From an optimization exercise on the open Yosys and OpenROAD flow, aimed at small area; shortcuts taken in it are not production practice.
Function was checked by simulation only, so behaviour that the tests miss may differ from the original.
Power figures rest on the tool's default switching activity, not on a simulated workload.

===== flow/design.v =====
module BCD_to_seg(num, seg_out, dot); 
	input[3:0] num; 
	input dot;
	output reg[0:7] seg_out; 
	always@(*) begin
		case(num)
			0: seg_out = 8'b00000010 + dot;
			1: seg_out = 8'b10011110 + dot;
			2: seg_out = 8'b00100100 + dot;
			3: seg_out = 8'b00001100 + dot;
			4: seg_out = 8'b10011000 + dot;
			5: seg_out = 8'b01001000 + dot;
			6: seg_out = 8'b01000000 + dot;
			7: seg_out = 8'b00011110 + dot;
			8: seg_out = 8'b00000000 + dot;
			9: seg_out = 8'b00001000 + dot;
			10:seg_out = 8'b00010000 + dot;
			11:seg_out = 8'b11000000 + dot;
			14:seg_out = 8'b01100000 + dot;
			15:seg_out = 8'b11100010 + dot;
			default: seg_out = 8'b00110000;
		endcase
	end
endmodule
module checker_(ans, in, out);
	input[15:0] ans, in;
	output[15:0] out;
	reg[3:0] A, B;
	assign out = {A,4'ha,B,4'hb};
	always@(ans or in) begin
		A = (ans[15:12] == in[15:12]) + (ans[11:8] == in[11:8]) + (ans[7:4] == in[7:4]) + (ans[3:0] == in[3:0]);
		B = (ans[11:8] == in[15:12]) + (ans[7:4] == in[15:12]) + (ans[3:0] == in[15:12])
			+ (ans[15:12] == in[11:8]) + (ans[7:4] == in[11:8]) + (ans[3:0] == in[11:8])
			+ (ans[15:12] == in[7:4]) + (ans[11:8] == in[7:4]) + (ans[3:0] == in[7:4])
			+ (ans[15:12] == in[3:0]) + (ans[11:8] == in[3:0]) + (ans[7:4] == in[3:0]);
	end
endmodule
module clock_(clk, rst, tick, period);
	input clk, rst;
	input[15:0] period;
	output tick;
	reg clk_;
	reg[31:0] counter, p;
	assign tick = (p != 0) && (counter >= p) && !clk_;
	always@(posedge clk) begin
		if(rst) begin
			counter <= 0;
			clk_ <= 0;
			p <= 0;
		end
		else if(!p) p <= period;
		else if(counter >= p) begin
			counter <= 0;
			clk_ <= ~clk_;
		end
		else
			counter <= counter + 1;
	end
endmodule
module randGen(clk, rst, en, nums);
	input clk, rst, en;
	output reg[15:0] nums;
	reg[79:0] arr1, arr2;
	reg[3:0] i, v;
	always@(posedge clk) begin
		if(rst) begin
			arr2 <= 80'h00000000001736048295;
			nums <= 16'h8763;
			i <= 0;
			v <= 0;
		end
		else if(en) begin
			if(i == 0) begin
				nums <= arr2[15:0];
				if(v == 7) begin
					i <= nums[3:0];
					v <= 2;
				end
				else begin
					v <= v + 1;
				end
				i <= v;
				arr1 <= arr2 << (v * 4);
			end
			else begin
				arr2 <= (arr2 << 4) + arr1[43:40];
				arr1 <= arr1 >> 4;
				i <= i - 1;
			end
		end
	end
endmodule
module Guess(clk, rst, in, seg_out, led_out);
	input clk;
	input rst;
	input[0:12] in;
	output reg[0:31] seg_out;
	output reg[0:9] led_out;
	reg[3:0] hp_v, sel_num_sig;
	reg[5:0] title_delay;
	reg[9:0] hp;
	reg[15:0] val_out, ans, guess_num;
	wire[7:0] seg0, seg1, seg2, seg3;
	wire tick_1, tick_rnd, tick_display;
	wire[15:0] randnum, check_res;
	BCD_to_seg u_seg0(val_out[15:12], seg0, sel_num_sig[3]);
	BCD_to_seg u_seg1(val_out[11:8], seg1, sel_num_sig[2]);
	BCD_to_seg u_seg2(val_out[7:4], seg2, sel_num_sig[1]);
	BCD_to_seg u_seg3(val_out[3:0], seg3, sel_num_sig[0]);
	clock_ u_clk_1(clk, rst, tick_1, 16'd250);
	clock_ u_clk_rnd(clk, rst, tick_rnd, 16'd10);
	clock_ u_clk_display(clk, rst, tick_display, 16'd16);
	randGen u_rand(clk, rst, tick_rnd, randnum);
	checker_ u_check(ans, guess_num, check_res);
	parameter s_init = 4'd0, s_input = 4'd1, s_show = 4'd2, s_end = 4'd3, s_win = 4'd4, s_lose = 4'd5;
	reg[3:0] state;
	wire mode;
	reg[2:0] sel_num;
	assign mode = in[9];
	reg[3:0] n_hp_v, n_sel_num_sig, n_state;
	reg[5:0] n_title_delay;
	reg[9:0] n_hp;
	reg[15:0] n_val_out, n_ans, n_guess_num;
	reg[2:0] n_sel_num;
	always@(*) begin
		n_hp_v = hp_v;
		n_sel_num_sig = sel_num_sig;
		n_state = state;
		n_title_delay = title_delay;
		n_hp = hp;
		n_val_out = val_out;
		n_ans = ans;
		n_guess_num = guess_num;
		n_sel_num = sel_num;
		if(~mode) begin
			case(n_state)
				s_init: begin
					n_hp_v = 10;
					n_hp = 10'h3ff;
					n_guess_num = 0;
					n_ans = randnum;
					n_sel_num = 0;
					n_sel_num_sig = 4'b0111;
					n_val_out = 16'h1a2b;
					if(n_title_delay == 15 || ~in[11]) begin
						n_state = s_input;
						n_title_delay = 0;
					end
					else
						n_title_delay = n_title_delay + 1;
				end
				s_input: begin
					if(~in[10])
						case(n_sel_num)
							0: begin
								if(n_guess_num[15:12] == 9)
									n_guess_num[15:12] = 0;
								else
									n_guess_num[15:12] = n_guess_num[15:12] + 1;
							end
							1: begin
								if(n_guess_num[11:8] == 9)
									n_guess_num[11:8] = 0;
								else
									n_guess_num[11:8] = n_guess_num[11:8] + 1;
							end
							2: begin
								if(n_guess_num[7:4] == 9)
									n_guess_num[7:4] = 0;
								else
									n_guess_num[7:4] = n_guess_num[7:4] + 1;
							end
							3: begin
								if(n_guess_num[3:0] == 9)
									n_guess_num[3:0] = 0;
								else
									n_guess_num[3:0] = n_guess_num[3:0] + 1;
							end
						endcase
					if(~in[11]) begin
						if(n_sel_num == 3)
							n_sel_num = 0;
						else
							n_sel_num = n_sel_num + 1;
						n_sel_num_sig = {n_sel_num_sig[0],n_sel_num_sig[3:1]};
					end
					if(~in[12]) begin
						n_state = s_show;
						if(check_res[15:12] != 4) begin
							if(n_hp_v > 0) begin
								if(n_hp_v == 1)
									n_state = s_lose;
								n_hp_v = n_hp_v - 1;
								n_hp = n_hp >> 1;
							end
						end
						else
							n_state = s_win;
					end
					n_val_out = n_guess_num;
				end
				s_show: begin
					n_val_out = check_res;
					if(~in[11])
						n_state = s_input;
				end
				s_end: begin
				end
				s_win: begin
					if(!in[11])
						n_state = s_init;
				end
				s_lose: begin
					n_val_out = 16'hf05e;
					if(~in[11])
						n_state = s_init;
					if(~in[10])
						n_val_out = ans;
				end
				default: begin
				end
			endcase
		end
		else begin
			if(~in[10])
				n_state = s_init;
			if(~in[11])
				if(n_hp_v < 10)begin
					n_hp_v = n_hp_v + 1;
					n_hp = (n_hp << 1) + 1;
				end
			if(~in[12])
				n_val_out = ans;
		end
	end
	always@(posedge clk) begin
		if(rst) begin
			hp_v <= 10;
			hp <= 10'h3ff;
			guess_num <= 0;
			ans <= 16'h8763;
			sel_num <= 0;
			sel_num_sig <= 4'b0111;
			title_delay <= 0;
			val_out <= 16'h1a2b;
			state <= s_init;
		end
		else if(tick_1) begin
			hp_v <= n_hp_v;
			hp <= n_hp;
			guess_num <= n_guess_num;
			ans <= n_ans;
			sel_num <= n_sel_num;
			sel_num_sig <= n_sel_num_sig;
			title_delay <= n_title_delay;
			val_out <= n_val_out;
			state <= n_state;
		end
	end
	always@(posedge clk) begin
		if(tick_display) begin
			seg_out <= {seg0,seg1,seg2,seg3};
			if(state == s_win)
				led_out <= {led_out[1:9],led_out[0]};
			else
				led_out <= hp;
		end
	end
endmodule

===== flow/run.sh =====
#!/bin/bash
# synth_recipe.tcl (not shown) runs the flow's synth.tcl, then flattens the netlist and writes it again
# the make line also repeats each setting of config.mk as NAME=value (left out here)
make -C /OpenROAD-flow-scripts/flow DESIGN_CONFIG=/design/flow/config.mk WORK_HOME=/design/flow/orfs CLKGATE_MAP_FILE= SYNTH_SCRIPT=/design/flow/synth_recipe.tcl finish

===== flow/config.mk =====
export PLATFORM = sky130hd
export DESIGN_NAME = Guess
export DESIGN_NICKNAME = Guess
export VERILOG_FILES = /design/flow/design.v
export SDC_FILE = /design/flow/constraint.sdc
export NUM_CORES = 4
export LEC_CHECK = 0
export CAP_MARGIN = 20
export CORE_MARGIN = 2
export CORE_UTILIZATION = 40
export SLEW_MARGIN = 20

===== flow/constraint.sdc =====
create_clock -name core_clock -period 20.0 [get_ports {clk}]
set_input_delay 4.0000 -clock core_clock [delete_from_list [all_inputs] [get_ports {clk}]]
set_output_delay 4.0000 -clock core_clock [all_outputs]
set_load 0.01 [all_outputs]

==> reports/qor.yml <==
placement:
  dp_slack_ns: 11.93
  placed_cell_area_um2: 20000
  io_buffer_count: 47
  dp_hpwl_mm: 28.5
  place_congestion: 0.898
critical_path:
  worstSetupPathType: "input pin to register"
  r2r_cells: 15
  r2r-start: "guess_num[12]$_SDFFE_PP0P_"
  start_kind: "input pin"
  regToRegSetupSlack_ns: 15.33
  cp_top_family: "buffers and inverters"
  path_buf_inv: 2
  worstPathCellList: "clkdlybuf4s50_1, inv_1, nand3_1, o211ai_2, a211oi_1, a211o_1"
  crit_required_ns: 20.47
  critPathArrivalTime_ns: 7.92
  r2r_end: "val_out[5]$_SDFFE_PP1P_"
  cpMaxStageDelayCell: "o211ai_2"
  slowest_delay_ns: 1.02
  cp_max_fo: 25
  cp-end-kind: "register"
power_and_ir_drop:
  powerDensity_nw_per_um2: 75.7
  leakage_nw: 7.41
  ir_worst_vdd_mv: 0.0476
grt:
  grt_pass1_wl_mm: 72.0
  overflow: 0
  antenna_found_initial: 0
  grt_usage: 0.171
  grt_max_degree: 83
  grt_pass1_vias: 14375
synthesis:
  syn_area_per_cell_um2: 9.02
  synth_fp_nets: 2203
  synth_edf_count: 82
  yosys_warnings: 5
  syn_inst: 2150
  yosysTopAreaCell: "dfxtp_1"
  netlist.area_leader.share: 0.293
  synth_cell_type_count: 72
  synthTopCellsByArea: "dfxtp_1 (29%), edfxtp_1 (13%), mux4_2 (8.4%)"
  synth-seq-cells: 366
  netlist_area_um2: 19400
  ys_dominant_reg_cell: "dfxtp_1"
  yosysSeqAreaShare: 0.420
  async_flop_share: 0
routing:
  drt_wl_total_mm: 43.3
  firstDrtPassIters: 5
  route.vias.total: 15383
  ant_nets: 0
  avgViaCountPerCell: 5.62
  drt-initial-drc-count: 999
  drc: 0
  wl_per_cell_um: 15.8
timing:
  fmax_mhz: 134
  rsz0062_at_grt: "false"
  tightest_slew_ns: 1.04
  setup_viol: 0
  fin_crit_sh: 0.372
  slew_headroom: 0.307
  skew_ns: 0.0181
  setup_ws_ns: 12.55
  slew_violations: 0
  min_period_ns: 7.45
  setup_tns_ns: 0
  finalHoldViolCount: 0
floorplanning:
  die-area_um2: 50300
  io_pins: 57
  design.core.area_um2: 47800
  dieHeight_um: 224
  std_cell_rows: 80
  die_w_um: 224
  start_util: 0.405
clock_tree:
  root_buffer: "clkbuf_16"
  cts.repair.resized: 0
  cts_buffers: 43
  htree_num_levels: 2
  worstSkewPairLatency_ns: 0.58
  tritoncts: "done"
  numClockSinks: 366
  ctsHoldBuffers: 0
  post-cts-setup-buffer-count: 0
  clkSlewWorstSetupHoldPaths_ns: 0.06
  clk_path_buf_depth: 3
cells_and_area:
  drive_gt1_frac: 0.0910
  finish.instance_area_um2: 21500
  antenna_cells: 0
  fin_nets: 2140
  num-fill-cells: 4587
  ff_latch_area_um2: 8160
  multiInputGateArea_um2: 10400
  area_growth_pct: 10.7
hold_path:
  hold_path_end: "ans[2]$_SDFFE_PP0P_"
  hp-start: "u_rand.nums[2]$_SDFFE_PP0P_"
  hp-class: "register to register"
  hold_depth: 2
run_status:
  status: "timing/DRC/antenna clean"
run:
  maxCapViolations: 0
registers in the layout (all words and copies together), names as in the netlist, 6 cells and up:
| name | count |
|---|---|
| u_rand.arr1 | 40 |
| led_out | 10 |
| guess_num | 16 |
| u_clk_display.counter | 32 |
| seg_out | 32 |
| title_delay | 6 |
| u_rand.arr2 | 80 |
| u_rand.nums | 16 |
| ans | 16 |
| u_clk_1.counter | 32 |
| u_clk_rnd.counter | 32 |
| hp | 10 |
| val_out | 16 |
area by class of cell:
cell class | count | area share
Clock inverter | 18 | 0.00647
Inverter | 49 | 0.00857
Multi-Input combinational cell | 1566 | 0.484
Timing Repair Buffer | 61 | 0.0282
Clock buffer | 60 | 0.0569
Sequential cell | 366 | 0.380
Tap cell | 615 | 0.0358
worst reg2reg max path, delay by kind of cell, from the launching register on:
family | cells | cell delay [ns]
fa+ha+maj | 6 | 2.66
flops | 1 | 0.58
compound gates | 4 | 0.70
buf+inv | 3 | 0.23
simple gates | 1 | 0.32
xor+xnor | 1 | 0.13
per-layer routing:
metal	GRT usage	share of wire	routed length [um]
met3	0.0321	0.044	1890
met4	0.0549	0.024	1040
met5	0	0	0
met1	0.226	0.46	20000
met2	0.285	0.47	20400
worst max path at each step:
stage	startpoint	to	slack [ns]	cells past startpoint
finish	in[9]	hp_v[1]$_SDFFE_PP1P_	12.55	6
floorplan	rst	u_rand.arr1[40]$_DFFE_PP_	13.28	4
detailed placement	in[9]	hp_v[1]$_SDFFE_PP1P_	11.93	6
global placement	in[9]	hp_v[1]$_SDFFE_PP1P_	11.98	6
CTS	in[9]	hp_v[1]$_SDFFE_PP1P_	12.58	6
global route	in[9]	hp_v[1]$_SDFFE_PP1P_	12.21	6
power breakdown:
| group | total (mW) | switching, mW | internal, mW |
|---|---|---|---|
| Combinational | 0.0960 | 0.0600 | 0.0360 |
| Clock | 0.751 | 0.320 | 0.431 |
| Sequential | 0.778 | 0.0106 | 0.768 |
| Total | 1.63 | 0.391 | 1.23 |
synth_stat cells (8+ instances only):
master	instances
a31oi_1	26
nor2b_1	27
clkbuf_1	114
nor2_1	207
or3_1	9
nand2_1	366
o22ai_1	10
xor2_1	60
and2_1	15
o21ai_0	81
nor3_1	24
o211ai_1	17
a21oi_1	168
buf_2	40
and3_1	23
a22o_1	11
mux2i_1	49
mux4_2	72
dfxtp_1	284
a221oi_1	12
inv_1	49
o31ai_1	13
nand3_1	56
xnor2_1	58
fa_1	8
nand2b_1	19
and4_1	12
mux2_2	10
ha_1	30
nand4_1	35
nor4_1	25
edfxtp_1	82
a211oi_1	29
cells by family after synthesis:
| group | synth area share |
|---|---|
| AND/OR/NAND/NOR | 0.203 |
| AO/OA/AOI/OAI | 0.134 |
| flip-flops | 0.420 |
| buffers and inverters | 0.0469 |
| multiplexers | 0.115 |
| XOR/XNOR | 0.0533 |
| adder cells (fa/ha/maj) | 0.0276 |
cell usage in the layout, fill, tap and decap left out, types with 8 or more instances in the layout:
cell             synthesis  final
a211oi_1                29     29
a21oi_1                168    168
a221oi_1                12     12
a22o_1                  11     11
a31oi_1                 26     26
and2_1                  15     15
and3_1                  23     23
and4_1                  12     12
buf_4                    7     13
clkbuf_1               114     10
clkbuf_16                0     44
clkdlybuf4s50_1          0     46
dfxtp_1                284    280
edfxtp_1                82     82
fa_1                     8      8
ha_1                    30     30
inv_1                   49     48
mux2_2                  10     10
mux2i_1                 49     49
mux4_2                  72     72
nand2_1                366    365
nand2b_1                19     19
nand3_1                 56     56
nand4_1                 35     35
nor2_1                 207    203
nor2b_1                 27     27
nor3_1                  24     23
nor4_1                  25     25
o211ai_1                17     17
o21ai_0                 81     81
o22ai_1                 10     10
o31ai_1                 13     13
or3_1                    9      8
xnor2_1                 58     58
xor2_1                  60     60
stage by stage:
stage                     hold WS, ns  power, mW   util  instances
after global placement          0.437      0.887  0.419       2655
final                           0.456       1.63  0.449       2735
after global routing            0.476       1.69  0.449       2735
after detailed placement        0.449      0.889  0.419       2655
after floorplan                 0.432      0.865      -       2150
after CTS                       0.457       1.65  0.447       2733

static timing again, ports no longer ideal:
No port has a modelled driver above. Below, the same layout with a new extraction and two added sets of constraints. Step 1 (the two cells are an assumption about what drives the block):
set clk [get_ports {clk}]
set_driving_cell -lib_cell sky130_fd_sc_hd__clkbuf_16 $clk
set_driving_cell -lib_cell sky130_fd_sc_hd__buf_2 [delete_from_list [all_inputs] $clk]
Step 2, shift: input delay + t, output delay - t, t = (earliest + latest rising clock arrival at the registers) / 2. This alone moves slack from input paths to output paths. Slacks: no drivers / after step 1 / after step 2; pairs: no drivers / after step 1.
shift t [ns]: 0.628
slack for setup (ns): 12.553 / 12.576 / 11.948
hold WS [ns]: 0.456 / 0.456 / 0.456
worst register clock-pin slew, ns: 0.06 / 0.06
pins driven straight from the clock port: 1
After both steps this run still meets setup and hold. The setup slack of this run moves by +0.023 ns with the drivers and by -0.605 ns with both steps.
